Source: an optimization exercise on an open RTL-to-GDS flow (aim: small area and a short achievable clock period). Production flows keep margins and buffers that such runs may drop.
In this exercise RTL edits were held to simulation tests only and were not proved equivalent to the original.
Power is estimated from default activity; no workload was simulated.

<file path="flow/config.mk">
export PLATFORM = sky130hd
export DESIGN_NAME = fir_3tap
export DESIGN_NICKNAME = fir_3tap
export VERILOG_FILES = /design/flow/design.v
export SDC_FILE = /design/flow/constraint.sdc
export NUM_CORES = 4
export LEC_CHECK = 0
export CAP_MARGIN = 20
export CORE_MARGIN = 2
export CORE_UTILIZATION = 65
export CTS_BUF_LIST = sky130_fd_sc_hd__clkbuf_8
export SLEW_MARGIN = 20
export SYNTH_HIERARCHICAL = 1
export SYNTH_MINIMUM_KEEP_SIZE = 0
</file>
<file path="flow/constraint.sdc">
create_clock -name core_clock -period 12.5 [get_ports {clk}]
set_input_delay 2.5000 -clock core_clock [delete_from_list [all_inputs] [get_ports {clk}]]
set_output_delay 2.5000 -clock core_clock [all_outputs]
set_load 0.01 [all_outputs]
</file>
<file path="flow/design.v">
module full_adder(output sum,
                  output carry_out,
                  input x,
                  input y,
                  input carry_in);
assign sum = x ^ y ^ carry_in;
assign carry_out = (x & y) | (x & carry_in) | (y & carry_in);
endmodule
module g_and2(output y, input a, input b);
assign y = a & b;
endmodule
module g_aoi21(output y, input a, input b, input c);
assign y = ~((a & b) | c);
endmodule
module g_inv(output y, input a);
assign y = ~a;
endmodule
module g_nand2(output y, input a, input b);
assign y = ~(a & b);
endmodule
module g_nor2(output y, input a, input b);
assign y = ~(a | b);
endmodule
module g_oai21(output y, input a, input b, input c);
assign y = ~((a | b) & c);
endmodule
module g_or2(output y, input a, input b);
assign y = a | b;
endmodule
module g_xnor2(output y, input a, input b);
assign y = ~(a ^ b);
endmodule
module g_xor2(output y, input a, input b);
assign y = a ^ b;
endmodule
module half_adder_n(output sum_n,
                    output carry_n,
                    input a_n,
                    input b_n);
xnor_n xs(sum_n, a_n, b_n);
or_n oc(carry_n, a_n, b_n);
endmodule
module xnor_n(output y, input a, input b);
assign y = ~(a ^ b);
endmodule
module or_n(output y, input a, input b);
assign y = a | b;
endmodule
module fir_3tap (input clk,
                 input [7:0] Xin,
                 input [7:0] H0,
                 input [7:0] H1,
                 input [7:0] H2,
                 output reg [15:0] Yout);
reg [15:0] Q1n, Q2n;
wire t2_p0_0 = ~(Xin[0] & H2[0]);
wire t2_p0_1 = ~(Xin[0] & H2[1]);
wire t2_p0_2 = ~(Xin[0] & H2[2]);
wire t2_p0_3 = ~(Xin[0] & H2[3]);
wire t2_p0_4 = ~(Xin[0] & H2[4]);
wire t2_p0_5 = ~(Xin[0] & H2[5]);
wire t2_p0_6 = ~(Xin[0] & H2[6]);
wire t2_p0_7 = ~(Xin[0] & H2[7]);
wire t2_p1_0 = ~(Xin[1] & H2[0]);
wire t2_p1_1 = ~(Xin[1] & H2[1]);
wire t2_p1_2 = ~(Xin[1] & H2[2]);
wire t2_p1_3 = ~(Xin[1] & H2[3]);
wire t2_p1_4 = ~(Xin[1] & H2[4]);
wire t2_p1_5 = ~(Xin[1] & H2[5]);
wire t2_p1_6 = ~(Xin[1] & H2[6]);
wire t2_p1_7 = ~(Xin[1] & H2[7]);
wire t2_p2_0 = ~(Xin[2] & H2[0]);
wire t2_p2_1 = ~(Xin[2] & H2[1]);
wire t2_p2_2 = ~(Xin[2] & H2[2]);
wire t2_p2_3 = ~(Xin[2] & H2[3]);
wire t2_p2_4 = ~(Xin[2] & H2[4]);
wire t2_p2_5 = ~(Xin[2] & H2[5]);
wire t2_p2_6 = ~(Xin[2] & H2[6]);
wire t2_p2_7 = ~(Xin[2] & H2[7]);
wire t2_p3_0 = ~(Xin[3] & H2[0]);
wire t2_p3_1 = ~(Xin[3] & H2[1]);
wire t2_p3_2 = ~(Xin[3] & H2[2]);
wire t2_p3_3 = ~(Xin[3] & H2[3]);
wire t2_p3_4 = ~(Xin[3] & H2[4]);
wire t2_p3_5 = ~(Xin[3] & H2[5]);
wire t2_p3_6 = ~(Xin[3] & H2[6]);
wire t2_p3_7 = ~(Xin[3] & H2[7]);
wire t2_p4_0 = ~(Xin[4] & H2[0]);
wire t2_p4_1 = ~(Xin[4] & H2[1]);
wire t2_p4_2 = ~(Xin[4] & H2[2]);
wire t2_p4_3 = ~(Xin[4] & H2[3]);
wire t2_p4_4 = ~(Xin[4] & H2[4]);
wire t2_p4_5 = ~(Xin[4] & H2[5]);
wire t2_p4_6 = ~(Xin[4] & H2[6]);
wire t2_p4_7 = ~(Xin[4] & H2[7]);
wire t2_p5_0 = ~(Xin[5] & H2[0]);
wire t2_p5_1 = ~(Xin[5] & H2[1]);
wire t2_p5_2 = ~(Xin[5] & H2[2]);
wire t2_p5_3 = ~(Xin[5] & H2[3]);
wire t2_p5_4 = ~(Xin[5] & H2[4]);
wire t2_p5_5 = ~(Xin[5] & H2[5]);
wire t2_p5_6 = ~(Xin[5] & H2[6]);
wire t2_p5_7 = ~(Xin[5] & H2[7]);
wire t2_p6_0 = ~(Xin[6] & H2[0]);
wire t2_p6_1 = ~(Xin[6] & H2[1]);
wire t2_p6_2 = ~(Xin[6] & H2[2]);
wire t2_p6_3 = ~(Xin[6] & H2[3]);
wire t2_p6_4 = ~(Xin[6] & H2[4]);
wire t2_p6_5 = ~(Xin[6] & H2[5]);
wire t2_p6_6 = ~(Xin[6] & H2[6]);
wire t2_p6_7 = ~(Xin[6] & H2[7]);
wire t2_p7_0 = ~(Xin[7] & H2[0]);
wire t2_p7_1 = ~(Xin[7] & H2[1]);
wire t2_p7_2 = ~(Xin[7] & H2[2]);
wire t2_p7_3 = ~(Xin[7] & H2[3]);
wire t2_p7_4 = ~(Xin[7] & H2[4]);
wire t2_p7_5 = ~(Xin[7] & H2[5]);
wire t2_p7_6 = ~(Xin[7] & H2[6]);
wire t2_p7_7 = ~(Xin[7] & H2[7]);
wire t2_s0, t2_c0;
half_adder_n t2_ha1 (t2_s0, t2_c0, t2_p0_6, t2_p1_5);
wire t2_s1, t2_c1;
full_adder t2_fa2 (t2_s1, t2_c1, t2_p0_7, t2_p1_6, t2_p2_5);
wire t2_s2, t2_c2;
half_adder_n t2_ha3 (t2_s2, t2_c2, t2_p3_4, t2_p4_3);
wire t2_s3, t2_c3;
full_adder t2_fa4 (t2_s3, t2_c3, t2_p1_7, t2_p2_6, t2_p3_5);
wire t2_s4, t2_c4;
half_adder_n t2_ha5 (t2_s4, t2_c4, t2_p4_4, t2_p5_3);
wire t2_s5, t2_c5;
full_adder t2_fa6 (t2_s5, t2_c5, t2_p2_7, t2_p3_6, t2_p4_5);
wire t2_s6, t2_c6;
half_adder_n t2_ha7 (t2_s6, t2_c6, t2_p0_4, t2_p1_3);
wire t2_s7, t2_c7;
full_adder t2_fa8 (t2_s7, t2_c7, t2_p0_5, t2_p1_4, t2_p2_3);
wire t2_s8, t2_c8;
half_adder_n t2_ha9 (t2_s8, t2_c8, t2_p3_2, t2_p4_1);
wire t2_s9, t2_c9;
full_adder t2_fa10 (t2_s9, t2_c9, t2_p2_4, t2_p3_3, t2_p4_2);
wire t2_s10, t2_c10;
full_adder t2_fa11 (t2_s10, t2_c10, t2_p5_1, t2_p6_0, t2_s0);
wire t2_s11, t2_c11;
full_adder t2_fa12 (t2_s11, t2_c11, t2_p5_2, t2_p6_1, t2_p7_0);
wire t2_s12, t2_c12;
full_adder t2_fa13 (t2_s12, t2_c12, t2_c0, t2_s2, t2_s1);
wire t2_s13, t2_c13;
full_adder t2_fa14 (t2_s13, t2_c13, t2_p6_2, t2_p7_1, t2_c2);
wire t2_s14, t2_c14;
full_adder t2_fa15 (t2_s14, t2_c14, t2_s4, t2_c1, t2_s3);
wire t2_s15, t2_c15;
full_adder t2_fa16 (t2_s15, t2_c15, t2_p5_4, t2_p6_3, t2_p7_2);
wire t2_s16, t2_c16;
full_adder t2_fa17 (t2_s16, t2_c16, t2_c4, t2_c3, t2_s5);
wire t2_s17, t2_c17;
full_adder t2_fa18 (t2_s17, t2_c17, t2_p3_7, t2_p4_6, t2_p5_5);
wire t2_s18, t2_c18;
full_adder t2_fa19 (t2_s18, t2_c18, t2_p6_4, t2_p7_3, t2_c5);
wire t2_s19, t2_c19;
full_adder t2_fa20 (t2_s19, t2_c19, t2_p4_7, t2_p5_6, t2_p6_5);
wire t2_s20, t2_c20;
half_adder_n t2_ha21 (t2_s20, t2_c20, t2_p0_3, t2_p1_2);
wire t2_s21, t2_c21;
full_adder t2_fa22 (t2_s21, t2_c21, t2_p2_2, t2_p3_1, t2_p4_0);
wire t2_s22, t2_c22;
full_adder t2_fa23 (t2_s22, t2_c22, t2_p5_0, t2_c6, t2_s8);
wire t2_s23, t2_c23;
full_adder t2_fa24 (t2_s23, t2_c23, t2_c8, t2_c7, t2_s9);
wire t2_s24, t2_c24;
full_adder t2_fa25 (t2_s24, t2_c24, t2_c9, t2_s11, t2_c10);
wire t2_s25, t2_c25;
full_adder t2_fa26 (t2_s25, t2_c25, t2_c11, t2_s13, t2_c12);
wire t2_s26, t2_c26;
full_adder t2_fa27 (t2_s26, t2_c26, t2_s15, t2_c13, t2_c14);
wire t2_s27, t2_c27;
full_adder t2_fa28 (t2_s27, t2_c27, t2_c15, t2_s17, t2_c16);
wire t2_s28, t2_c28;
full_adder t2_fa29 (t2_s28, t2_c28, t2_p7_4, t2_c17, t2_s19);
wire t2_s29, t2_c29;
full_adder t2_fa30 (t2_s29, t2_c29, t2_p5_7, t2_p6_6, t2_p7_5);
wire t2_s30, t2_c30;
half_adder_n t2_ha31 (t2_s30, t2_c30, t2_p0_2, t2_p1_1);
wire t2_s31, t2_c31;
full_adder t2_fa32 (t2_s31, t2_c31, t2_p2_1, t2_p3_0, t2_s20);
wire t2_s32, t2_c32;
full_adder t2_fa33 (t2_s32, t2_c32, t2_c20, t2_s6, t2_s21);
wire t2_s33, t2_c33;
full_adder t2_fa34 (t2_s33, t2_c33, t2_c21, t2_s7, t2_s22);
wire t2_s34, t2_c34;
full_adder t2_fa35 (t2_s34, t2_c34, t2_c22, t2_s10, t2_s23);
wire t2_s35, t2_c35;
full_adder t2_fa36 (t2_s35, t2_c35, t2_c23, t2_s12, t2_s24);
wire t2_s36, t2_c36;
full_adder t2_fa37 (t2_s36, t2_c36, t2_s14, t2_c24, t2_s25);
wire t2_s37, t2_c37;
full_adder t2_fa38 (t2_s37, t2_c37, t2_s16, t2_c25, t2_s26);
wire t2_s38, t2_c38;
full_adder t2_fa39 (t2_s38, t2_c38, t2_s18, t2_c26, t2_s27);
wire t2_s39, t2_c39;
full_adder t2_fa40 (t2_s39, t2_c39, t2_c18, t2_s28, t2_c27);
wire t2_s40, t2_c40;
full_adder t2_fa41 (t2_s40, t2_c40, t2_c19, t2_s29, t2_c28);
wire t2_s41, t2_c41;
full_adder t2_fa42 (t2_s41, t2_c41, t2_p6_7, t2_p7_6, t2_c29);
wire n1;
g_xnor2 u1 (n1, t2_p0_1, t2_p1_0);
wire n2;
g_or2 u2 (n2, t2_p0_1, t2_p1_0);
wire t2_rs2, t2_rc2;
full_adder t2_rfa2 (t2_rs2, t2_rc2, t2_s30, t2_p2_0, n2);
wire t2_rs3, t2_rc3;
full_adder t2_rfa3 (t2_rs3, t2_rc3, t2_c30, t2_s31, t2_rc2);
wire n3;
g_or2 u3 (n3, t2_c31, t2_s32);
wire n4;
g_and2 u4 (n4, t2_c31, t2_s32);
wire n5;
g_aoi21 u5 (n5, n3, t2_rc3, n4);
wire n6;
g_nor2 u6 (n6, t2_c32, t2_s33);
wire n7;
g_nand2 u7 (n7, t2_c32, t2_s33);
wire n8;
g_oai21 u8 (n8, n6, n5, n7);
wire n9;
g_or2 u9 (n9, t2_c33, t2_s34);
wire n10;
g_and2 u10 (n10, t2_c33, t2_s34);
wire n11;
g_aoi21 u11 (n11, n9, n8, n10);
wire n12;
g_nor2 u12 (n12, t2_c34, t2_s35);
wire n13;
g_nand2 u13 (n13, t2_c34, t2_s35);
wire n14;
g_oai21 u14 (n14, n12, n11, n13);
wire n15;
g_nor2 u15 (n15, t2_c36, t2_s37);
wire n16;
g_nand2 u16 (n16, t2_c35, t2_s36);
wire n17;
g_nand2 u17 (n17, t2_c36, t2_s37);
wire n18;
g_oai21 u18 (n18, n15, n16, n17);
wire n19;
g_nor2 u19 (n19, t2_c35, t2_s36);
wire n20;
g_nor2 u20 (n20, n15, n19);
wire n21;
g_nor2 u21 (n21, t2_c38, t2_s39);
wire n22;
g_nand2 u22 (n22, t2_c37, t2_s38);
wire n23;
g_nand2 u23 (n23, t2_c38, t2_s39);
wire n24;
g_oai21 u24 (n24, n21, n22, n23);
wire n25;
g_nor2 u25 (n25, t2_c37, t2_s38);
wire n26;
g_nor2 u26 (n26, n21, n25);
wire n27;
g_nor2 u27 (n27, t2_c40, t2_s41);
wire n28;
g_nand2 u28 (n28, t2_c39, t2_s40);
wire n29;
g_nand2 u29 (n29, t2_c40, t2_s41);
wire n30;
g_oai21 u30 (n30, n27, n28, n29);
wire n31;
g_nor2 u31 (n31, t2_c39, t2_s40);
wire n32;
g_nor2 u32 (n32, n27, n31);
wire n33;
g_aoi21 u33 (n33, n20, n14, n18);
wire n34;
g_or2 u34 (n34, t2_c34, t2_s35);
wire n35;
g_nand2 u35 (n35, n20, n34);
wire n36;
g_aoi21 u36 (n36, n32, n24, n30);
wire n37;
g_nand2 u37 (n37, n32, n26);
wire n38;
g_oai21 u38 (n38, n37, n33, n36);
wire n39;
g_nor2 u39 (n39, n37, n35);
wire n40;
g_inv u40 (n40, n26);
wire n41;
g_inv u41 (n41, n24);
wire n42;
g_oai21 u42 (n42, n40, n33, n41);
wire n43;
g_inv u43 (n43, n26);
wire n44;
g_nor2 u44 (n44, n43, n35);
wire n45;
g_or2 u45 (n45, t2_c35, t2_s36);
wire n46;
g_and2 u46 (n46, t2_c35, t2_s36);
wire n47;
g_aoi21 u47 (n47, n45, n14, n46);
wire n48;
g_nand2 u48 (n48, n45, n34);
wire n49;
g_oai21 u49 (n49, n25, n33, n22);
wire n50;
g_nor2 u50 (n50, n25, n35);
wire n51;
g_or2 u51 (n51, t2_c39, t2_s40);
wire n52;
g_and2 u52 (n52, t2_c39, t2_s40);
wire n53;
g_aoi21 u53 (n53, n51, n42, n52);
wire n54;
g_nand2 u54 (n54, n51, n44);
wire n55;
g_or2 u55 (n55, t2_c41, t2_p7_7);
wire n56;
g_and2 u56 (n56, t2_c41, t2_p7_7);
wire n57;
g_aoi21 u57 (n57, n55, n38, n56);
wire n58;
g_nand2 u58 (n58, n55, n39);
wire n59;
g_xor2 u59 (n59, t2_c31, t2_s32);
wire n60;
g_xor2 u60 (n60, n59, t2_rc3);
wire n61;
g_xor2 u61 (n61, t2_c32, t2_s33);
wire n62;
g_xnor2 u62 (n62, n61, n5);
wire n63;
g_xor2 u63 (n63, t2_c33, t2_s34);
wire n64;
g_xor2 u64 (n64, n63, n8);
wire n65;
g_xor2 u65 (n65, t2_c34, t2_s35);
wire n66;
g_xnor2 u66 (n66, n65, n11);
wire n67;
g_xor2 u67 (n67, t2_c35, t2_s36);
wire n68;
g_xor2 u68 (n68, n67, n14);
wire n69;
g_xor2 u69 (n69, t2_c36, t2_s37);
wire n70;
g_xnor2 u70 (n70, n69, n47);
wire n71;
g_xor2 u71 (n71, t2_c37, t2_s38);
wire n72;
g_xnor2 u72 (n72, n71, n33);
wire n73;
g_xor2 u73 (n73, t2_c38, t2_s39);
wire n74;
g_xor2 u74 (n74, n73, n49);
wire n75;
g_xor2 u75 (n75, t2_c39, t2_s40);
wire n76;
g_xor2 u76 (n76, n75, n42);
wire n77;
g_xor2 u77 (n77, t2_c40, t2_s41);
wire n78;
g_xnor2 u78 (n78, n77, n53);
wire n79;
g_xor2 u79 (n79, t2_c41, t2_p7_7);
wire n80;
g_xor2 u80 (n80, n79, n38);
wire n81;
g_inv u81 (n81, n57);
wire [15:0] t2_sn = {n81, n80, n78, n76, n74, n72, n70, n68, n66, n64, n62, n60, t2_rs3, t2_rs2, n1, t2_p0_0};
wire t1_p0_0 = ~(Xin[0] & H1[0]);
wire t1_p0_1 = ~(Xin[0] & H1[1]);
wire t1_p0_2 = ~(Xin[0] & H1[2]);
wire t1_p0_3 = ~(Xin[0] & H1[3]);
wire t1_p0_4 = ~(Xin[0] & H1[4]);
wire t1_p0_5 = ~(Xin[0] & H1[5]);
wire t1_p0_6 = ~(Xin[0] & H1[6]);
wire t1_p0_7 = ~(Xin[0] & H1[7]);
wire t1_p1_0 = ~(Xin[1] & H1[0]);
wire t1_p1_1 = ~(Xin[1] & H1[1]);
wire t1_p1_2 = ~(Xin[1] & H1[2]);
wire t1_p1_3 = ~(Xin[1] & H1[3]);
wire t1_p1_4 = ~(Xin[1] & H1[4]);
wire t1_p1_5 = ~(Xin[1] & H1[5]);
wire t1_p1_6 = ~(Xin[1] & H1[6]);
wire t1_p1_7 = ~(Xin[1] & H1[7]);
wire t1_p2_0 = ~(Xin[2] & H1[0]);
wire t1_p2_1 = ~(Xin[2] & H1[1]);
wire t1_p2_2 = ~(Xin[2] & H1[2]);
wire t1_p2_3 = ~(Xin[2] & H1[3]);
wire t1_p2_4 = ~(Xin[2] & H1[4]);
wire t1_p2_5 = ~(Xin[2] & H1[5]);
wire t1_p2_6 = ~(Xin[2] & H1[6]);
wire t1_p2_7 = ~(Xin[2] & H1[7]);
wire t1_p3_0 = ~(Xin[3] & H1[0]);
wire t1_p3_1 = ~(Xin[3] & H1[1]);
wire t1_p3_2 = ~(Xin[3] & H1[2]);
wire t1_p3_3 = ~(Xin[3] & H1[3]);
wire t1_p3_4 = ~(Xin[3] & H1[4]);
wire t1_p3_5 = ~(Xin[3] & H1[5]);
wire t1_p3_6 = ~(Xin[3] & H1[6]);
wire t1_p3_7 = ~(Xin[3] & H1[7]);
wire t1_p4_0 = ~(Xin[4] & H1[0]);
wire t1_p4_1 = ~(Xin[4] & H1[1]);
wire t1_p4_2 = ~(Xin[4] & H1[2]);
wire t1_p4_3 = ~(Xin[4] & H1[3]);
wire t1_p4_4 = ~(Xin[4] & H1[4]);
wire t1_p4_5 = ~(Xin[4] & H1[5]);
wire t1_p4_6 = ~(Xin[4] & H1[6]);
wire t1_p4_7 = ~(Xin[4] & H1[7]);
wire t1_p5_0 = ~(Xin[5] & H1[0]);
wire t1_p5_1 = ~(Xin[5] & H1[1]);
wire t1_p5_2 = ~(Xin[5] & H1[2]);
wire t1_p5_3 = ~(Xin[5] & H1[3]);
wire t1_p5_4 = ~(Xin[5] & H1[4]);
wire t1_p5_5 = ~(Xin[5] & H1[5]);
wire t1_p5_6 = ~(Xin[5] & H1[6]);
wire t1_p5_7 = ~(Xin[5] & H1[7]);
wire t1_p6_0 = ~(Xin[6] & H1[0]);
wire t1_p6_1 = ~(Xin[6] & H1[1]);
wire t1_p6_2 = ~(Xin[6] & H1[2]);
wire t1_p6_3 = ~(Xin[6] & H1[3]);
wire t1_p6_4 = ~(Xin[6] & H1[4]);
wire t1_p6_5 = ~(Xin[6] & H1[5]);
wire t1_p6_6 = ~(Xin[6] & H1[6]);
wire t1_p6_7 = ~(Xin[6] & H1[7]);
wire t1_p7_0 = ~(Xin[7] & H1[0]);
wire t1_p7_1 = ~(Xin[7] & H1[1]);
wire t1_p7_2 = ~(Xin[7] & H1[2]);
wire t1_p7_3 = ~(Xin[7] & H1[3]);
wire t1_p7_4 = ~(Xin[7] & H1[4]);
wire t1_p7_5 = ~(Xin[7] & H1[5]);
wire t1_p7_6 = ~(Xin[7] & H1[6]);
wire t1_p7_7 = ~(Xin[7] & H1[7]);
wire t1_s0, t1_c0;
half_adder_n t1_ha1 (t1_s0, t1_c0, Q1n[5], t1_p0_5);
wire t1_s1, t1_c1;
full_adder t1_fa2 (t1_s1, t1_c1, Q1n[6], t1_p0_6, t1_p1_5);
wire t1_s2, t1_c2;
half_adder_n t1_ha3 (t1_s2, t1_c2, t1_p2_4, t1_p3_3);
wire t1_s3, t1_c3;
full_adder t1_fa4 (t1_s3, t1_c3, Q1n[7], t1_p0_7, t1_p1_6);
wire t1_s4, t1_c4;
full_adder t1_fa5 (t1_s4, t1_c4, t1_p2_5, t1_p3_4, t1_p4_3);
wire t1_s5, t1_c5;
half_adder_n t1_ha6 (t1_s5, t1_c5, t1_p5_2, t1_p6_1);
wire t1_s6, t1_c6;
full_adder t1_fa7 (t1_s6, t1_c6, Q1n[8], t1_p1_7, t1_p2_6);
wire t1_s7, t1_c7;
full_adder t1_fa8 (t1_s7, t1_c7, t1_p3_5, t1_p4_4, t1_p5_3);
wire t1_s8, t1_c8;
half_adder_n t1_ha9 (t1_s8, t1_c8, t1_p6_2, t1_p7_1);
wire t1_s9, t1_c9;
full_adder t1_fa10 (t1_s9, t1_c9, Q1n[9], t1_p2_7, t1_p3_6);
wire t1_s10, t1_c10;
full_adder t1_fa11 (t1_s10, t1_c10, t1_p4_5, t1_p5_4, t1_p6_3);
wire t1_s11, t1_c11;
full_adder t1_fa12 (t1_s11, t1_c11, Q1n[10], t1_p3_7, t1_p4_6);
wire t1_s12, t1_c12;
half_adder_n t1_ha13 (t1_s12, t1_c12, Q1n[3], t1_p0_3);
wire t1_s13, t1_c13;
full_adder t1_fa14 (t1_s13, t1_c13, Q1n[4], t1_p0_4, t1_p1_3);
wire t1_s14, t1_c14;
half_adder_n t1_ha15 (t1_s14, t1_c14, t1_p2_2, t1_p3_1);
wire t1_s15, t1_c15;
full_adder t1_fa16 (t1_s15, t1_c15, t1_p1_4, t1_p2_3, t1_p3_2);
wire t1_s16, t1_c16;
full_adder t1_fa17 (t1_s16, t1_c16, t1_p4_1, t1_p5_0, t1_s0);
wire t1_s17, t1_c17;
full_adder t1_fa18 (t1_s17, t1_c17, t1_p4_2, t1_p5_1, t1_p6_0);
wire t1_s18, t1_c18;
full_adder t1_fa19 (t1_s18, t1_c18, t1_c0, t1_s2, t1_s1);
wire t1_s19, t1_c19;
full_adder t1_fa20 (t1_s19, t1_c19, t1_p7_0, t1_c2, t1_s5);
wire t1_s20, t1_c20;
full_adder t1_fa21 (t1_s20, t1_c20, t1_c1, t1_s3, t1_s4);
wire t1_s21, t1_c21;
full_adder t1_fa22 (t1_s21, t1_c21, t1_c5, t1_s8, t1_c3);
wire t1_s22, t1_c22;
full_adder t1_fa23 (t1_s22, t1_c22, t1_c4, t1_s6, t1_s7);
wire t1_s23, t1_c23;
full_adder t1_fa24 (t1_s23, t1_c23, t1_p7_2, t1_c8, t1_c6);
wire t1_s24, t1_c24;
full_adder t1_fa25 (t1_s24, t1_c24, t1_c7, t1_s10, t1_s9);
wire t1_s25, t1_c25;
full_adder t1_fa26 (t1_s25, t1_c25, t1_p5_5, t1_p6_4, t1_p7_3);
wire t1_s26, t1_c26;
full_adder t1_fa27 (t1_s26, t1_c26, t1_c10, t1_c9, t1_s11);
wire t1_s27, t1_c27;
full_adder t1_fa28 (t1_s27, t1_c27, Q1n[11], t1_p4_7, t1_p5_6);
wire t1_s28, t1_c28;
full_adder t1_fa29 (t1_s28, t1_c28, t1_p6_5, t1_p7_4, t1_c11);
wire t1_s29, t1_c29;
full_adder t1_fa30 (t1_s29, t1_c29, Q1n[12], t1_p5_7, t1_p6_6);
wire t1_s30, t1_c30;
half_adder_n t1_ha31 (t1_s30, t1_c30, Q1n[2], t1_p0_2);
wire t1_s31, t1_c31;
full_adder t1_fa32 (t1_s31, t1_c31, t1_p1_2, t1_p2_1, t1_p3_0);
wire t1_s32, t1_c32;
full_adder t1_fa33 (t1_s32, t1_c32, t1_p4_0, t1_c12, t1_s14);
wire t1_s33, t1_c33;
full_adder t1_fa34 (t1_s33, t1_c33, t1_c14, t1_c13, t1_s15);
wire t1_s34, t1_c34;
full_adder t1_fa35 (t1_s34, t1_c34, t1_c15, t1_s17, t1_c16);
wire t1_s35, t1_c35;
full_adder t1_fa36 (t1_s35, t1_c35, t1_c17, t1_s19, t1_c18);
wire t1_s36, t1_c36;
full_adder t1_fa37 (t1_s36, t1_c36, t1_c19, t1_c20, t1_s21);
wire t1_s37, t1_c37;
full_adder t1_fa38 (t1_s37, t1_c37, t1_c21, t1_c22, t1_s23);
wire t1_s38, t1_c38;
full_adder t1_fa39 (t1_s38, t1_c38, t1_s25, t1_c23, t1_c24);
wire t1_s39, t1_c39;
full_adder t1_fa40 (t1_s39, t1_c39, t1_c25, t1_s27, t1_c26);
wire t1_s40, t1_c40;
full_adder t1_fa41 (t1_s40, t1_c40, t1_p7_5, t1_c27, t1_s29);
wire t1_s41, t1_c41;
full_adder t1_fa42 (t1_s41, t1_c41, Q1n[13], t1_p6_7, t1_p7_6);
wire t1_s42, t1_c42;
half_adder_n t1_ha43 (t1_s42, t1_c42, Q1n[1], t1_p0_1);
wire t1_s43, t1_c43;
full_adder t1_fa44 (t1_s43, t1_c43, t1_p1_1, t1_p2_0, t1_s30);
wire t1_s44, t1_c44;
full_adder t1_fa45 (t1_s44, t1_c44, t1_c30, t1_s12, t1_s31);
wire t1_s45, t1_c45;
full_adder t1_fa46 (t1_s45, t1_c45, t1_c31, t1_s13, t1_s32);
wire t1_s46, t1_c46;
full_adder t1_fa47 (t1_s46, t1_c46, t1_c32, t1_s16, t1_s33);
wire t1_s47, t1_c47;
full_adder t1_fa48 (t1_s47, t1_c47, t1_c33, t1_s18, t1_s34);
wire t1_s48, t1_c48;
full_adder t1_fa49 (t1_s48, t1_c48, t1_s20, t1_c34, t1_s35);
wire t1_s49, t1_c49;
full_adder t1_fa50 (t1_s49, t1_c49, t1_s22, t1_c35, t1_s36);
wire t1_s50, t1_c50;
full_adder t1_fa51 (t1_s50, t1_c50, t1_s24, t1_c36, t1_s37);
wire t1_s51, t1_c51;
full_adder t1_fa52 (t1_s51, t1_c51, t1_s26, t1_c37, t1_s38);
wire t1_s52, t1_c52;
full_adder t1_fa53 (t1_s52, t1_c52, t1_s28, t1_c38, t1_s39);
wire t1_s53, t1_c53;
full_adder t1_fa54 (t1_s53, t1_c53, t1_c28, t1_s40, t1_c39);
wire t1_s54, t1_c54;
full_adder t1_fa55 (t1_s54, t1_c54, t1_c29, t1_s41, t1_c40);
wire t1_s55, t1_c55;
full_adder t1_fa56 (t1_s55, t1_c55, Q1n[14], t1_p7_7, t1_c41);
wire n82;
g_xnor2 u82 (n82, Q1n[0], t1_p0_0);
wire n83;
g_or2 u83 (n83, Q1n[0], t1_p0_0);
wire t1_rs1, t1_rc1;
full_adder t1_rfa1 (t1_rs1, t1_rc1, t1_s42, t1_p1_0, n83);
wire t1_rs2, t1_rc2;
full_adder t1_rfa2 (t1_rs2, t1_rc2, t1_c42, t1_s43, t1_rc1);
wire t1_rs3, t1_rc3;
full_adder t1_rfa3 (t1_rs3, t1_rc3, t1_c43, t1_s44, t1_rc2);
wire n84;
g_or2 u84 (n84, t1_c44, t1_s45);
wire n85;
g_and2 u85 (n85, t1_c44, t1_s45);
wire n86;
g_aoi21 u86 (n86, n84, t1_rc3, n85);
wire n87;
g_nor2 u87 (n87, t1_c45, t1_s46);
wire n88;
g_nand2 u88 (n88, t1_c45, t1_s46);
wire n89;
g_oai21 u89 (n89, n87, n86, n88);
wire n90;
g_or2 u90 (n90, t1_c46, t1_s47);
wire n91;
g_and2 u91 (n91, t1_c46, t1_s47);
wire n92;
g_aoi21 u92 (n92, n90, n89, n91);
wire n93;
g_nor2 u93 (n93, t1_c47, t1_s48);
wire n94;
g_nand2 u94 (n94, t1_c47, t1_s48);
wire n95;
g_oai21 u95 (n95, n93, n92, n94);
wire n96;
g_nor2 u96 (n96, t1_c49, t1_s50);
wire n97;
g_nand2 u97 (n97, t1_c48, t1_s49);
wire n98;
g_nand2 u98 (n98, t1_c49, t1_s50);
wire n99;
g_oai21 u99 (n99, n96, n97, n98);
wire n100;
g_nor2 u100 (n100, t1_c48, t1_s49);
wire n101;
g_nor2 u101 (n101, n96, n100);
wire n102;
g_nor2 u102 (n102, t1_c51, t1_s52);
wire n103;
g_nand2 u103 (n103, t1_c50, t1_s51);
wire n104;
g_nand2 u104 (n104, t1_c51, t1_s52);
wire n105;
g_oai21 u105 (n105, n102, n103, n104);
wire n106;
g_nor2 u106 (n106, t1_c50, t1_s51);
wire n107;
g_nor2 u107 (n107, n102, n106);
wire n108;
g_nor2 u108 (n108, t1_c53, t1_s54);
wire n109;
g_nand2 u109 (n109, t1_c52, t1_s53);
wire n110;
g_nand2 u110 (n110, t1_c53, t1_s54);
wire n111;
g_oai21 u111 (n111, n108, n109, n110);
wire n112;
g_nor2 u112 (n112, t1_c52, t1_s53);
wire n113;
g_nor2 u113 (n113, n108, n112);
wire n114;
g_aoi21 u114 (n114, n101, n95, n99);
wire n115;
g_or2 u115 (n115, t1_c47, t1_s48);
wire n116;
g_nand2 u116 (n116, n101, n115);
wire n117;
g_aoi21 u117 (n117, n113, n105, n111);
wire n118;
g_nand2 u118 (n118, n113, n107);
wire n119;
g_oai21 u119 (n119, n118, n114, n117);
wire n120;
g_nor2 u120 (n120, n118, n116);
wire n121;
g_inv u121 (n121, n107);
wire n122;
g_inv u122 (n122, n105);
wire n123;
g_oai21 u123 (n123, n121, n114, n122);
wire n124;
g_inv u124 (n124, n107);
wire n125;
g_nor2 u125 (n125, n124, n116);
wire n126;
g_or2 u126 (n126, t1_c48, t1_s49);
wire n127;
g_and2 u127 (n127, t1_c48, t1_s49);
wire n128;
g_aoi21 u128 (n128, n126, n95, n127);
wire n129;
g_nand2 u129 (n129, n126, n115);
wire n130;
g_oai21 u130 (n130, n106, n114, n103);
wire n131;
g_nor2 u131 (n131, n106, n116);
wire n132;
g_or2 u132 (n132, t1_c52, t1_s53);
wire n133;
g_and2 u133 (n133, t1_c52, t1_s53);
wire n134;
g_aoi21 u134 (n134, n132, n123, n133);
wire n135;
g_nand2 u135 (n135, n132, n125);
wire n136;
g_or2 u136 (n136, t1_c54, t1_s55);
wire n137;
g_and2 u137 (n137, t1_c54, t1_s55);
wire n138;
g_aoi21 u138 (n138, n136, n119, n137);
wire n139;
g_nand2 u139 (n139, n136, n120);
wire n140;
g_xor2 u140 (n140, t1_c44, t1_s45);
wire n141;
g_xor2 u141 (n141, n140, t1_rc3);
wire n142;
g_xor2 u142 (n142, t1_c45, t1_s46);
wire n143;
g_xnor2 u143 (n143, n142, n86);
wire n144;
g_xor2 u144 (n144, t1_c46, t1_s47);
wire n145;
g_xor2 u145 (n145, n144, n89);
wire n146;
g_xor2 u146 (n146, t1_c47, t1_s48);
wire n147;
g_xnor2 u147 (n147, n146, n92);
wire n148;
g_xor2 u148 (n148, t1_c48, t1_s49);
wire n149;
g_xor2 u149 (n149, n148, n95);
wire n150;
g_xor2 u150 (n150, t1_c49, t1_s50);
wire n151;
g_xnor2 u151 (n151, n150, n128);
wire n152;
g_xor2 u152 (n152, t1_c50, t1_s51);
wire n153;
g_xnor2 u153 (n153, n152, n114);
wire n154;
g_xor2 u154 (n154, t1_c51, t1_s52);
wire n155;
g_xor2 u155 (n155, n154, n130);
wire n156;
g_xor2 u156 (n156, t1_c52, t1_s53);
wire n157;
g_xor2 u157 (n157, n156, n123);
wire n158;
g_xor2 u158 (n158, t1_c53, t1_s54);
wire n159;
g_xnor2 u159 (n159, n158, n134);
wire n160;
g_xor2 u160 (n160, t1_c54, t1_s55);
wire n161;
g_xor2 u161 (n161, n160, n119);
wire n162;
g_xor2 u162 (n162, t1_c55, Q1n[15]);
wire n163;
g_xnor2 u163 (n163, n162, n138);
wire [15:0] t1_sn = {n163, n161, n159, n157, n155, n153, n151, n149, n147, n145, n143, n141, t1_rs3, t1_rs2, t1_rs1, n82};
wire t0_p0_0 = ~(Xin[0] & H0[0]);
wire t0_p0_1 = ~(Xin[0] & H0[1]);
wire t0_p0_2 = ~(Xin[0] & H0[2]);
wire t0_p0_3 = ~(Xin[0] & H0[3]);
wire t0_p0_4 = ~(Xin[0] & H0[4]);
wire t0_p0_5 = ~(Xin[0] & H0[5]);
wire t0_p0_6 = ~(Xin[0] & H0[6]);
wire t0_p0_7 = ~(Xin[0] & H0[7]);
wire t0_p1_0 = ~(Xin[1] & H0[0]);
wire t0_p1_1 = ~(Xin[1] & H0[1]);
wire t0_p1_2 = ~(Xin[1] & H0[2]);
wire t0_p1_3 = ~(Xin[1] & H0[3]);
wire t0_p1_4 = ~(Xin[1] & H0[4]);
wire t0_p1_5 = ~(Xin[1] & H0[5]);
wire t0_p1_6 = ~(Xin[1] & H0[6]);
wire t0_p1_7 = ~(Xin[1] & H0[7]);
wire t0_p2_0 = ~(Xin[2] & H0[0]);
wire t0_p2_1 = ~(Xin[2] & H0[1]);
wire t0_p2_2 = ~(Xin[2] & H0[2]);
wire t0_p2_3 = ~(Xin[2] & H0[3]);
wire t0_p2_4 = ~(Xin[2] & H0[4]);
wire t0_p2_5 = ~(Xin[2] & H0[5]);
wire t0_p2_6 = ~(Xin[2] & H0[6]);
wire t0_p2_7 = ~(Xin[2] & H0[7]);
wire t0_p3_0 = ~(Xin[3] & H0[0]);
wire t0_p3_1 = ~(Xin[3] & H0[1]);
wire t0_p3_2 = ~(Xin[3] & H0[2]);
wire t0_p3_3 = ~(Xin[3] & H0[3]);
wire t0_p3_4 = ~(Xin[3] & H0[4]);
wire t0_p3_5 = ~(Xin[3] & H0[5]);
wire t0_p3_6 = ~(Xin[3] & H0[6]);
wire t0_p3_7 = ~(Xin[3] & H0[7]);
wire t0_p4_0 = ~(Xin[4] & H0[0]);
wire t0_p4_1 = ~(Xin[4] & H0[1]);
wire t0_p4_2 = ~(Xin[4] & H0[2]);
wire t0_p4_3 = ~(Xin[4] & H0[3]);
wire t0_p4_4 = ~(Xin[4] & H0[4]);
wire t0_p4_5 = ~(Xin[4] & H0[5]);
wire t0_p4_6 = ~(Xin[4] & H0[6]);
wire t0_p4_7 = ~(Xin[4] & H0[7]);
wire t0_p5_0 = ~(Xin[5] & H0[0]);
wire t0_p5_1 = ~(Xin[5] & H0[1]);
wire t0_p5_2 = ~(Xin[5] & H0[2]);
wire t0_p5_3 = ~(Xin[5] & H0[3]);
wire t0_p5_4 = ~(Xin[5] & H0[4]);
wire t0_p5_5 = ~(Xin[5] & H0[5]);
wire t0_p5_6 = ~(Xin[5] & H0[6]);
wire t0_p5_7 = ~(Xin[5] & H0[7]);
wire t0_p6_0 = ~(Xin[6] & H0[0]);
wire t0_p6_1 = ~(Xin[6] & H0[1]);
wire t0_p6_2 = ~(Xin[6] & H0[2]);
wire t0_p6_3 = ~(Xin[6] & H0[3]);
wire t0_p6_4 = ~(Xin[6] & H0[4]);
wire t0_p6_5 = ~(Xin[6] & H0[5]);
wire t0_p6_6 = ~(Xin[6] & H0[6]);
wire t0_p6_7 = ~(Xin[6] & H0[7]);
wire t0_p7_0 = ~(Xin[7] & H0[0]);
wire t0_p7_1 = ~(Xin[7] & H0[1]);
wire t0_p7_2 = ~(Xin[7] & H0[2]);
wire t0_p7_3 = ~(Xin[7] & H0[3]);
wire t0_p7_4 = ~(Xin[7] & H0[4]);
wire t0_p7_5 = ~(Xin[7] & H0[5]);
wire t0_p7_6 = ~(Xin[7] & H0[6]);
wire t0_p7_7 = ~(Xin[7] & H0[7]);
wire t0_s0, t0_c0;
half_adder_n t0_ha1 (t0_s0, t0_c0, Q2n[5], t0_p0_5);
wire t0_s1, t0_c1;
full_adder t0_fa2 (t0_s1, t0_c1, Q2n[6], t0_p0_6, t0_p1_5);
wire t0_s2, t0_c2;
half_adder_n t0_ha3 (t0_s2, t0_c2, t0_p2_4, t0_p3_3);
wire t0_s3, t0_c3;
full_adder t0_fa4 (t0_s3, t0_c3, Q2n[7], t0_p0_7, t0_p1_6);
wire t0_s4, t0_c4;
full_adder t0_fa5 (t0_s4, t0_c4, t0_p2_5, t0_p3_4, t0_p4_3);
wire t0_s5, t0_c5;
half_adder_n t0_ha6 (t0_s5, t0_c5, t0_p5_2, t0_p6_1);
wire t0_s6, t0_c6;
full_adder t0_fa7 (t0_s6, t0_c6, Q2n[8], t0_p1_7, t0_p2_6);
wire t0_s7, t0_c7;
full_adder t0_fa8 (t0_s7, t0_c7, t0_p3_5, t0_p4_4, t0_p5_3);
wire t0_s8, t0_c8;
half_adder_n t0_ha9 (t0_s8, t0_c8, t0_p6_2, t0_p7_1);
wire t0_s9, t0_c9;
full_adder t0_fa10 (t0_s9, t0_c9, Q2n[9], t0_p2_7, t0_p3_6);
wire t0_s10, t0_c10;
full_adder t0_fa11 (t0_s10, t0_c10, t0_p4_5, t0_p5_4, t0_p6_3);
wire t0_s11, t0_c11;
full_adder t0_fa12 (t0_s11, t0_c11, Q2n[10], t0_p3_7, t0_p4_6);
wire t0_s12, t0_c12;
half_adder_n t0_ha13 (t0_s12, t0_c12, Q2n[3], t0_p0_3);
wire t0_s13, t0_c13;
full_adder t0_fa14 (t0_s13, t0_c13, Q2n[4], t0_p0_4, t0_p1_3);
wire t0_s14, t0_c14;
half_adder_n t0_ha15 (t0_s14, t0_c14, t0_p2_2, t0_p3_1);
wire t0_s15, t0_c15;
full_adder t0_fa16 (t0_s15, t0_c15, t0_p1_4, t0_p2_3, t0_p3_2);
wire t0_s16, t0_c16;
full_adder t0_fa17 (t0_s16, t0_c16, t0_p4_1, t0_p5_0, t0_s0);
wire t0_s17, t0_c17;
full_adder t0_fa18 (t0_s17, t0_c17, t0_p4_2, t0_p5_1, t0_p6_0);
wire t0_s18, t0_c18;
full_adder t0_fa19 (t0_s18, t0_c18, t0_c0, t0_s2, t0_s1);
wire t0_s19, t0_c19;
full_adder t0_fa20 (t0_s19, t0_c19, t0_p7_0, t0_c2, t0_s5);
wire t0_s20, t0_c20;
full_adder t0_fa21 (t0_s20, t0_c20, t0_c1, t0_s3, t0_s4);
wire t0_s21, t0_c21;
full_adder t0_fa22 (t0_s21, t0_c21, t0_c5, t0_s8, t0_c3);
wire t0_s22, t0_c22;
full_adder t0_fa23 (t0_s22, t0_c22, t0_c4, t0_s6, t0_s7);
wire t0_s23, t0_c23;
full_adder t0_fa24 (t0_s23, t0_c23, t0_p7_2, t0_c8, t0_c6);
wire t0_s24, t0_c24;
full_adder t0_fa25 (t0_s24, t0_c24, t0_c7, t0_s10, t0_s9);
wire t0_s25, t0_c25;
full_adder t0_fa26 (t0_s25, t0_c25, t0_p5_5, t0_p6_4, t0_p7_3);
wire t0_s26, t0_c26;
full_adder t0_fa27 (t0_s26, t0_c26, t0_c10, t0_c9, t0_s11);
wire t0_s27, t0_c27;
full_adder t0_fa28 (t0_s27, t0_c27, Q2n[11], t0_p4_7, t0_p5_6);
wire t0_s28, t0_c28;
full_adder t0_fa29 (t0_s28, t0_c28, t0_p6_5, t0_p7_4, t0_c11);
wire t0_s29, t0_c29;
full_adder t0_fa30 (t0_s29, t0_c29, Q2n[12], t0_p5_7, t0_p6_6);
wire t0_s30, t0_c30;
half_adder_n t0_ha31 (t0_s30, t0_c30, Q2n[2], t0_p0_2);
wire t0_s31, t0_c31;
full_adder t0_fa32 (t0_s31, t0_c31, t0_p1_2, t0_p2_1, t0_p3_0);
wire t0_s32, t0_c32;
full_adder t0_fa33 (t0_s32, t0_c32, t0_p4_0, t0_c12, t0_s14);
wire t0_s33, t0_c33;
full_adder t0_fa34 (t0_s33, t0_c33, t0_c14, t0_c13, t0_s15);
wire t0_s34, t0_c34;
full_adder t0_fa35 (t0_s34, t0_c34, t0_c15, t0_s17, t0_c16);
wire t0_s35, t0_c35;
full_adder t0_fa36 (t0_s35, t0_c35, t0_c17, t0_s19, t0_c18);
wire t0_s36, t0_c36;
full_adder t0_fa37 (t0_s36, t0_c36, t0_c19, t0_c20, t0_s21);
wire t0_s37, t0_c37;
full_adder t0_fa38 (t0_s37, t0_c37, t0_c21, t0_c22, t0_s23);
wire t0_s38, t0_c38;
full_adder t0_fa39 (t0_s38, t0_c38, t0_s25, t0_c23, t0_c24);
wire t0_s39, t0_c39;
full_adder t0_fa40 (t0_s39, t0_c39, t0_c25, t0_s27, t0_c26);
wire t0_s40, t0_c40;
full_adder t0_fa41 (t0_s40, t0_c40, t0_p7_5, t0_c27, t0_s29);
wire t0_s41, t0_c41;
full_adder t0_fa42 (t0_s41, t0_c41, Q2n[13], t0_p6_7, t0_p7_6);
wire t0_s42, t0_c42;
half_adder_n t0_ha43 (t0_s42, t0_c42, Q2n[1], t0_p0_1);
wire t0_s43, t0_c43;
full_adder t0_fa44 (t0_s43, t0_c43, t0_p1_1, t0_p2_0, t0_s30);
wire t0_s44, t0_c44;
full_adder t0_fa45 (t0_s44, t0_c44, t0_c30, t0_s12, t0_s31);
wire t0_s45, t0_c45;
full_adder t0_fa46 (t0_s45, t0_c45, t0_c31, t0_s13, t0_s32);
wire t0_s46, t0_c46;
full_adder t0_fa47 (t0_s46, t0_c46, t0_c32, t0_s16, t0_s33);
wire t0_s47, t0_c47;
full_adder t0_fa48 (t0_s47, t0_c47, t0_c33, t0_s18, t0_s34);
wire t0_s48, t0_c48;
full_adder t0_fa49 (t0_s48, t0_c48, t0_s20, t0_c34, t0_s35);
wire t0_s49, t0_c49;
full_adder t0_fa50 (t0_s49, t0_c49, t0_s22, t0_c35, t0_s36);
wire t0_s50, t0_c50;
full_adder t0_fa51 (t0_s50, t0_c50, t0_s24, t0_c36, t0_s37);
wire t0_s51, t0_c51;
full_adder t0_fa52 (t0_s51, t0_c51, t0_s26, t0_c37, t0_s38);
wire t0_s52, t0_c52;
full_adder t0_fa53 (t0_s52, t0_c52, t0_s28, t0_c38, t0_s39);
wire t0_s53, t0_c53;
full_adder t0_fa54 (t0_s53, t0_c53, t0_c28, t0_s40, t0_c39);
wire t0_s54, t0_c54;
full_adder t0_fa55 (t0_s54, t0_c54, t0_c29, t0_s41, t0_c40);
wire t0_s55, t0_c55;
full_adder t0_fa56 (t0_s55, t0_c55, Q2n[14], t0_p7_7, t0_c41);
wire n164;
g_xnor2 u164 (n164, Q2n[0], t0_p0_0);
wire n165;
g_or2 u165 (n165, Q2n[0], t0_p0_0);
wire t0_rs1, t0_rc1;
full_adder t0_rfa1 (t0_rs1, t0_rc1, t0_s42, t0_p1_0, n165);
wire t0_rs2, t0_rc2;
full_adder t0_rfa2 (t0_rs2, t0_rc2, t0_c42, t0_s43, t0_rc1);
wire t0_rs3, t0_rc3;
full_adder t0_rfa3 (t0_rs3, t0_rc3, t0_c43, t0_s44, t0_rc2);
wire n166;
g_or2 u166 (n166, t0_c44, t0_s45);
wire n167;
g_and2 u167 (n167, t0_c44, t0_s45);
wire n168;
g_aoi21 u168 (n168, n166, t0_rc3, n167);
wire n169;
g_nor2 u169 (n169, t0_c45, t0_s46);
wire n170;
g_nand2 u170 (n170, t0_c45, t0_s46);
wire n171;
g_oai21 u171 (n171, n169, n168, n170);
wire n172;
g_or2 u172 (n172, t0_c46, t0_s47);
wire n173;
g_and2 u173 (n173, t0_c46, t0_s47);
wire n174;
g_aoi21 u174 (n174, n172, n171, n173);
wire n175;
g_nor2 u175 (n175, t0_c47, t0_s48);
wire n176;
g_nand2 u176 (n176, t0_c47, t0_s48);
wire n177;
g_oai21 u177 (n177, n175, n174, n176);
wire n178;
g_nor2 u178 (n178, t0_c49, t0_s50);
wire n179;
g_nand2 u179 (n179, t0_c48, t0_s49);
wire n180;
g_nand2 u180 (n180, t0_c49, t0_s50);
wire n181;
g_oai21 u181 (n181, n178, n179, n180);
wire n182;
g_nor2 u182 (n182, t0_c48, t0_s49);
wire n183;
g_nor2 u183 (n183, n178, n182);
wire n184;
g_nor2 u184 (n184, t0_c51, t0_s52);
wire n185;
g_nand2 u185 (n185, t0_c50, t0_s51);
wire n186;
g_nand2 u186 (n186, t0_c51, t0_s52);
wire n187;
g_oai21 u187 (n187, n184, n185, n186);
wire n188;
g_nor2 u188 (n188, t0_c50, t0_s51);
wire n189;
g_nor2 u189 (n189, n184, n188);
wire n190;
g_nor2 u190 (n190, t0_c53, t0_s54);
wire n191;
g_nand2 u191 (n191, t0_c52, t0_s53);
wire n192;
g_nand2 u192 (n192, t0_c53, t0_s54);
wire n193;
g_oai21 u193 (n193, n190, n191, n192);
wire n194;
g_nor2 u194 (n194, t0_c52, t0_s53);
wire n195;
g_nor2 u195 (n195, n190, n194);
wire n196;
g_aoi21 u196 (n196, n183, n177, n181);
wire n197;
g_or2 u197 (n197, t0_c47, t0_s48);
wire n198;
g_nand2 u198 (n198, n183, n197);
wire n199;
g_aoi21 u199 (n199, n195, n187, n193);
wire n200;
g_nand2 u200 (n200, n195, n189);
wire n201;
g_oai21 u201 (n201, n200, n196, n199);
wire n202;
g_nor2 u202 (n202, n200, n198);
wire n203;
g_inv u203 (n203, n189);
wire n204;
g_inv u204 (n204, n187);
wire n205;
g_oai21 u205 (n205, n203, n196, n204);
wire n206;
g_inv u206 (n206, n189);
wire n207;
g_nor2 u207 (n207, n206, n198);
wire n208;
g_or2 u208 (n208, t0_c48, t0_s49);
wire n209;
g_and2 u209 (n209, t0_c48, t0_s49);
wire n210;
g_aoi21 u210 (n210, n208, n177, n209);
wire n211;
g_nand2 u211 (n211, n208, n197);
wire n212;
g_oai21 u212 (n212, n188, n196, n185);
wire n213;
g_nor2 u213 (n213, n188, n198);
wire n214;
g_or2 u214 (n214, t0_c52, t0_s53);
wire n215;
g_and2 u215 (n215, t0_c52, t0_s53);
wire n216;
g_aoi21 u216 (n216, n214, n205, n215);
wire n217;
g_nand2 u217 (n217, n214, n207);
wire n218;
g_or2 u218 (n218, t0_c54, t0_s55);
wire n219;
g_and2 u219 (n219, t0_c54, t0_s55);
wire n220;
g_aoi21 u220 (n220, n218, n201, n219);
wire n221;
g_nand2 u221 (n221, n218, n202);
wire n222;
g_inv u222 (n222, n164);
wire n223;
g_inv u223 (n223, t0_rs1);
wire n224;
g_inv u224 (n224, t0_rs2);
wire n225;
g_inv u225 (n225, t0_rs3);
wire n226;
g_xor2 u226 (n226, t0_c44, t0_s45);
wire n227;
g_xnor2 u227 (n227, n226, t0_rc3);
wire n228;
g_xor2 u228 (n228, t0_c45, t0_s46);
wire n229;
g_xor2 u229 (n229, n228, n168);
wire n230;
g_xor2 u230 (n230, t0_c46, t0_s47);
wire n231;
g_xnor2 u231 (n231, n230, n171);
wire n232;
g_xor2 u232 (n232, t0_c47, t0_s48);
wire n233;
g_xor2 u233 (n233, n232, n174);
wire n234;
g_xor2 u234 (n234, t0_c48, t0_s49);
wire n235;
g_xnor2 u235 (n235, n234, n177);
wire n236;
g_xor2 u236 (n236, t0_c49, t0_s50);
wire n237;
g_xor2 u237 (n237, n236, n210);
wire n238;
g_xor2 u238 (n238, t0_c50, t0_s51);
wire n239;
g_xor2 u239 (n239, n238, n196);
wire n240;
g_xor2 u240 (n240, t0_c51, t0_s52);
wire n241;
g_xnor2 u241 (n241, n240, n212);
wire n242;
g_xor2 u242 (n242, t0_c52, t0_s53);
wire n243;
g_xnor2 u243 (n243, n242, n205);
wire n244;
g_xor2 u244 (n244, t0_c53, t0_s54);
wire n245;
g_xor2 u245 (n245, n244, n216);
wire n246;
g_xor2 u246 (n246, t0_c54, t0_s55);
wire n247;
g_xnor2 u247 (n247, n246, n201);
wire n248;
g_xor2 u248 (n248, t0_c55, Q2n[15]);
wire n249;
g_xor2 u249 (n249, n248, n220);
wire [15:0] t0_sn = {n249, n247, n245, n243, n241, n239, n237, n235, n233, n231, n229, n227, n225, n224, n223, n222};
always @(posedge clk) begin
  Q1n  <= t2_sn;
  Q2n  <= t1_sn;
  Yout <= t0_sn;
end
endmodule
</file>
<file path="flow/flow/run.sh">
#!/bin/bash
# The standard layout (standard.sh), with two changes to how it is made:
# - ports are buffered with buf_1 instead of the default delay buffer;
# - repair_timing aims for 7.0 ns of setup slack instead of 0.
set -euo pipefail
export SETUP_SLACK_MARGIN=7.0
export BUFFER_PORTS_ARGS="-buffer_cell sky130_fd_sc_hd__buf_1"
bash standard.sh > standard.log 2>&1
</file>
<file path="flow/standard.sh">
#!/bin/bash
# synth_recipe.tcl (not shown) runs the flow's synth.tcl, then flattens the netlist and writes it again
# the make line also repeats each setting of config.mk as NAME=value (left out here)
make -C /OpenROAD-flow-scripts/flow DESIGN_CONFIG=/design/flow/config.mk WORK_HOME=/design/flow/orfs CLKGATE_MAP_FILE= SYNTH_SCRIPT=/design/flow/synth_recipe.tcl "${@:-finish}"
</file>
==> impl_metrics.tcl, run 1 <==
set metrics [dict create \
    max_freq_ghz 0.184 \
    cts_tree "done" \
    core_sq_um 9730 \
    synth_cell_types 14 \
    drt_iter0_drc 231 \
    port_buffers 48 \
    grt_pass1_wl_microns 23200 \
    slew_headroom 0.747 \
    clock_latency_ns 0.31 \
    cpMaxStageDelayCell "fa_2" \
    final_common_cell "nand2_1" \
    final.setup.tns_ns 0 \
    fin_util 0.797 \
    critPathLaunchType "primary input" \
    cp.required_ns 12.71 \
    synth_top_family_by_area "adder cells" \
    start_util 0.669 \
    first_global_vias 5119 \
    cts_made_buffers 5 \
    yosysWarnings 7 \
    synth_compound_area_frac 0.0467 \
    critPathKind "in2reg" \
    slew_viol_final 0 \
    die_x_microns 104 \
    path_cells "buf_4 -> clkbuf_16 -> nand2_1 -> fa_1 -> fa_2 -> fa_1 -> fa_2 -> nor2_4 -> o21ai_4 -> a21oi_4 -> o21ai_2 -> a21oi_2 -> xnor2_1" \
    fin_ws_ns 7.08 \
    cts-root-buf "clkbuf_8" \
    grt_max_degree 25 \
    synth_xor_xnor_area_share 0.129 \
    placed_area_sq_um 6670 \
    setup_violations 0 \
    synth-seq-cells 48 \
    num_rows 36 \
    ioPinCount 49 \
    synthCells 687 \
    ys_seq_area_frac 0.148 \
    clk_pin_slew_ns 0.10 \
    antenna_cells 0 \
    tightestPinTransition_ns 0.380 \
    wirelength_microns 15400 \
    drtAntennaViolNets 0 \
    fin_crit_ns 5.42 \
    p_leak_nw 2.85 \
    syn2layout_area_growth_pct 19.2 \
    muxShareOfSynthArea 0 \
    remaining_drc_errors 0 \
    die_y_microns 104 \
    place.gp.congestion 0.822 \
    nNetsFinal 919 \
    fin_crit_sh 0.434 \
    routedWlPerCell_microns 17.4 \
    postLayoutCellArea_sq_um 7750 \
    cpPeakStageDelay_ns 0.60 \
    cts_hold_buffers 0 \
    place_ws_ns 5.96 \
    min_path_type "reg2reg" \
    synth.avg_cell_area_sq_um 9.47 \
    dieArea_sq_um 10800 \
    status "no timing/DRC/antenna violations" \
    synth_top_cell_by_area "fa_1" \
    cts_buffer_depth 2 \
    num_vias 4900 \
    htree_levels 2 \
    mostFrequentLayoutCells "212 x nand2_1, 111 x fa_1, 53 x xor2_1" \
    syn_nets 859 \
    path_max_fanout 6 \
    routed_via_density 5.56 \
    crit_path_end_kind "flip-flop" \
    synthAdderAreaFrac 0.428 \
    track_usage 0.264 \
    synth.area.top_cells "fa_1 43%, dfxtp_1 15%, nand2_1 13%" \
    nFillCells 658 \
    drive_above_1_share 0.237 \
    antenna_found_initial 0 \
    rsz0062_at_grt "yes" \
    synth-simple-area-share 0.199 \
    hpwl_microns 10000 \
    overflow 0 \
    drv_cap 0 \
    critical_path_arrival_ns 5.63 \
    p_per_area_nw_per_um2 290 \
    irDropWorstVdd_v 0.000283 \
    cts_sinks 48 \
    finalClockSkew_ns 0.00941 \
    syn_area_sq_um 6500 \
    hold_viol 0 \
    firstDrtPassIters 5 \
    synth_top_area_frac 0.428 \
]
sequential cells by signal, indices dropped and copies added (netlist names):
signal / flops
Q1n: 16
Yout: 16
Q2n: 16
critical path: cells and delay by family:
kind | cells | cell delay [ns]
adder cells (fa/ha/maj) | 4 | 1.97
AO/OA/AOI/OAI | 4 | 0.56
buffers and inverters | 2 | 0.32
AND/OR/NAND/NOR | 2 | 0.15
XOR/XNOR | 1 | 0.12
per-layer routing:
layer  vias to the layer above  wire [microns]  track usage
met2                       191            8150        0.482
met4                         0             466       0.0676
met3                        38             907       0.0351
met5                         -               0            0
li1                       2195               -            -
met1                      2476            5830        0.333
cells by family (layout without fill, tap and decap cells):
logic type	after synthesis	in the layout
buf+inv	51	112
compound gates	45	45
simple gates	308	308
xor+xnor	96	96
fa+ha+maj	139	139
flops	48	48
modules after synthesis, one instance, submodules excluded, a selection:
module / cell area [sq um] / flops+latches
fir_3tap: 1960 / 48
xnor_n: 8.76 / 0
g_aoi21: 8.76 / 0
g_and2: 6.26 / 0
g_oai21: 5.00 / 0
g_nand2: 3.75 / 0
g_nor2: 3.75 / 0
repair_timing:
action | CTS | global route
setup endpoints to repair | 26 | 16
cloned | 1 | 10
hold endpoints to repair | 0 | 0
buffers inserted | 3 | 24
gates resized for setup | 49 | 106
pin swaps | 9 | 55
area by class of cell:
class	count	area, sq um	area share
inverter	11	41.3	0.00533
multi-input combinational	588	5520	0.712
clock buffer	7	96.3	0.0124
clock inverter	1	30.0	0.00387
sequential	48	961	0.124
tap	133	166	0.0215
timing repair buffer	93	937	0.121
cells in the mapped netlist:
cell type  number
nand2_1       219
fa_1          139
xor2_1         53
dfxtp_1        48
xnor2_1        43
or2_1          41
nor2_1         33
o21ai_1        24
a21oi_2        21
buf_1          17
buf_6          16
and2_1         15
inv_1          11
buf_2           7
worst paths after layout:
kind              startpoint  endpoint  slack (ns)  depth (start not counted)
setup / recovery      Xin[0]   Q2n[13]        7.08                         13
hold / removal        Q1n[0]    Q2n[0]        0.46                          1
setup reg to reg      Q2n[8]  Yout[14]        9.26                         10
hold reg to reg       Q1n[0]    Q2n[0]        0.46                          1
stage by stage:
stage	hold WS, ns	power [mW]	instances
detailed placement	0.452	1.80	835
global route	0.496	2.46	881
CTS	0.464	2.02	847
finish	0.460	2.25	881
global placement	0.428	1.74	834
floorplan	0.418	1.56	687
power by group:
part,internal [mW],switching (mW)
registers,0.257,0.0347
logic,0.876,0.951
clock network,0.0707,0.0571
total,1.20,1.04
==> inputs of run 2 (changes only) <==
--- a/flow/config.mk
+++ b/flow/config.mk
@@ -12,3 +12,4 @@
 export SLEW_MARGIN = 20
 export SYNTH_HIERARCHICAL = 1
 export SYNTH_MINIMUM_KEEP_SIZE = 0
+export TNS_END_PERCENT = 0
==> impl_metrics.tcl, run 2 <==
set metrics [dict create \
    start_util 0.669 \
    cts_tree "done" \
    cp.required_ns 12.75 \
    path_max_fanout 12 \
    finalClockSkew_ns 0.0118 \
    drtAntennaViolNets 0 \
    ys_top_cells_by_count "219 x nand2_1, 139 x fa_1, 53 x xor2_1, 48 x dfxtp_1, 43 x xnor2_1" \
    num_rows 36 \
    antenna_cells 0 \
    hpwl_microns 9680 \
    async_reset_ff_frac 0 \
    drv_cap 0 \
    clk_pin_slew_ns 0.10 \
    wirelength_microns 14100 \
    setup_violations 0 \
    drive_above_1_share 0.200 \
    rsz0062_at_grt "yes" \
    cts_sinks 48 \
    fin_crit_ns 5.41 \
    grt_max_degree 25 \
    tightestPinTransition_ns 0.359 \
    routed_via_density 5.52 \
    largestRegisters "Q1n (16), Q2n (16), Yout (16)" \
    num_vias 4798 \
    htree_levels 2 \
    ioPinCount 49 \
    critical_path_arrival_ns 5.66 \
    synthCells 687 \
    dieArea_sq_um 10800 \
    critPathLaunchType "primary input" \
    overflow 0 \
    synth.area.top_cells "fa_1 43%, dfxtp_1 15%, nand2_1 13%" \
    cts_buffer_depth 2 \
    die_y_microns 104 \
    clock_latency_ns 0.31 \
    track_usage 0.265 \
    p_per_area_nw_per_um2 288 \
    syn2layout_area_growth_pct 14.6 \
    synth_top_area_frac 0.428 \
    synth.avg_cell_area_sq_um 9.47 \
    hold_viol 0 \
    grt_pass1_wl_microns 23000 \
    slew_viol_final 0 \
    syn_nets 859 \
    firstDrtPassIters 5 \
    die_x_microns 104 \
    antenna_found_initial 0 \
    synth-seq-cells 48 \
    core_sq_um 9730 \
    crit_path_end_kind "flip-flop" \
    synth_top_cell_by_area "fa_1" \
    holdPathStages 1 \
    nNetsFinal 907 \
    cts_hold_buffers 0 \
    synth_cell_types 14 \
    synth_most_common_cell "nand2_1" \
    max_freq_ghz 0.185 \
    final.setup.tns_ns 0 \
    place.gp.congestion 0.816 \
    port_buffers 48 \
    yosysWarnings 7 \
    status "no timing/DRC/antenna violations" \
    cts_made_buffers 5 \
    syn_area_sq_um 6500 \
    ys.flop_type "dfxtp_1" \
    cts-root-buf "clkbuf_8" \
    p_leak_nw 2.73 \
    synth_edf_count 0 \
    routedWlPerCell_microns 16.3 \
    final_common_cell "nand2_1" \
    remaining_drc_errors 0 \
    irDropWorstVdd_v 0.000314 \
    drt_iter0_drc 175 \
    first_global_vias 5053 \
    min_path_type "reg2reg" \
    fin_crit_sh 0.433 \
    slew_headroom 0.761 \
    fin_ws_ns 7.09 \
    reg2reg_depth 10 \
    place_ws_ns 5.87 \
    mostFrequentLayoutCells "218 x nand2_1, 117 x fa_1, 53 x xor2_1" \
    ys_seq_area_frac 0.148 \
    critPathKind "in2reg" \
]
[run 2: cell counts after synthesis]
Identical to the previous run, type by type.
[run 2: cells by family (layout without fill, tap and decap cells)]
logic type      after synthesis  after routing  synth area share
compound gates               45             45            0.0467
xor+xnor                     96             96             0.129
fa+ha+maj                   139            139             0.428
buf+inv                      51            100            0.0492
flops                        48             48             0.148
simple gates                308            308             0.199
[run 2: layout make-up]
cell class	count	area, sq um
multi-input combinational	588	5450
inverter	11	41.3
sequential	48	961
timing repair buffer	81	739
clock buffer	6	82.6
clock inverter	2	11.3
tap	133	166
fill	700	2280
[run 2: stage by stage]
stage	hold slack, ns	std cells	area, sq um	total power, mW	utilization
3_5_place_dp	0.440	834	6650	1.78	0.684
4_1_cts	0.454	847	7010	1.96	0.720
3_3_place_gp	0.428	834	6650	1.74	0.684
2_1_floorplan	0.418	687	6560	1.56	-
6_report	0.453	869	7450	2.14	0.766
5_1_grt	0.479	869	7450	2.35	0.766
[run 2: worst paths after layout]
path	start	to	slack (ns)
worst min register to register	Q1n[0]	Q2n[0]	0.45
worst max register to register	Q2n[7]	Yout[15]	9.28
worst min-delay path	Q1n[0]	Q2n[0]	0.45
worst max-delay path	Xin[3]	Yout[15]	7.09
[run 2: what timing repair did]
item | CTS | global route
resized for setup | 53 | 68
gates cloned | 3 | 5
hold endpoints to repair | 0 | 0
buffers inserted | 2 | 17
pin swaps | 7 | 52
endpoints found under the setup margin | 26 | 16
[run 2: critical path: stages]
cell and delay, ns:
clkbuf_4 0.17, buf_12 0.16, nand2_1 0.08, fa_1 0.46, fa_2 0.39, fa_2 0.59, fa_2 0.48, nor2_2 0.14
nor2_2 0.06, a21oi_4 0.21, o21ai_2 0.11, a21oi_2 0.16, xor2_1 0.14
[run 2: modules after synthesis (local to each module, per instance), a selection]
module / copies in the design / flip-flops and latches
g_and2: 15 / 0
fir_3tap: 1 / 48
full_adder: 139 / 0
g_or2: 18 / 0
g_oai21: 24 / 0
g_inv: 11 / 0
xnor_n: 23 / 0
or_n: 23 / 0
g_aoi21: 21 / 0
g_xnor2: 20 / 0
g_xor2: 53 / 0
g_nand2: 27 / 0
[run 2: report_power, final]
part           switching, mW  total [mW]  internal [mW]
Sequential            0.0334       0.290          0.257
Combinational          0.904        1.75          0.850
Clock                 0.0564       0.101         0.0443
[run 2: layer usage]
metal  wire (microns)  up-vias  track usage
met3              772       32       0.0470
met1             5640     2414        0.336
li1                 -     2177            -
met5                0        -            0
met4              322        0       0.0936
met2             7390      175        0.460

static timing again, ports no longer ideal:
The results above use ideal ports. As a check the final layouts listed here were re-extracted and re-timed, cells and wires unchanged.
Step 1 (the two cells are an assumption about what drives the block):
set clk [get_ports {clk}]
set_driving_cell -lib_cell sky130_fd_sc_hd__clkbuf_16 $clk
set_driving_cell -lib_cell sky130_fd_sc_hd__buf_2 [delete_from_list [all_inputs] $clk]
Step 2 adds t to the input delays and takes it off the output delays; t is the mean of the earliest and latest rising clock arrival at the registers after step 1. Input paths then give back, and output paths get back, about the clock's delay inside the block.
a / b / c = ideal / step 1 / step 2; a / b = the first two.
| run | t, ns | slack for setup (ns) | worst setup path after step 2 |
|---|---|---|---|
| run 1 | 0.339 | 7.078 / 7.054 / 6.715 | input to register |
| run 2 | 0.336 | 7.089 / 7.084 / 6.748 | input to register |
After both steps every run listed still meets setup and hold. The setup slack of run 1, which loses most, moves by -0.024 ns with the drivers and by -0.363 ns with both steps.
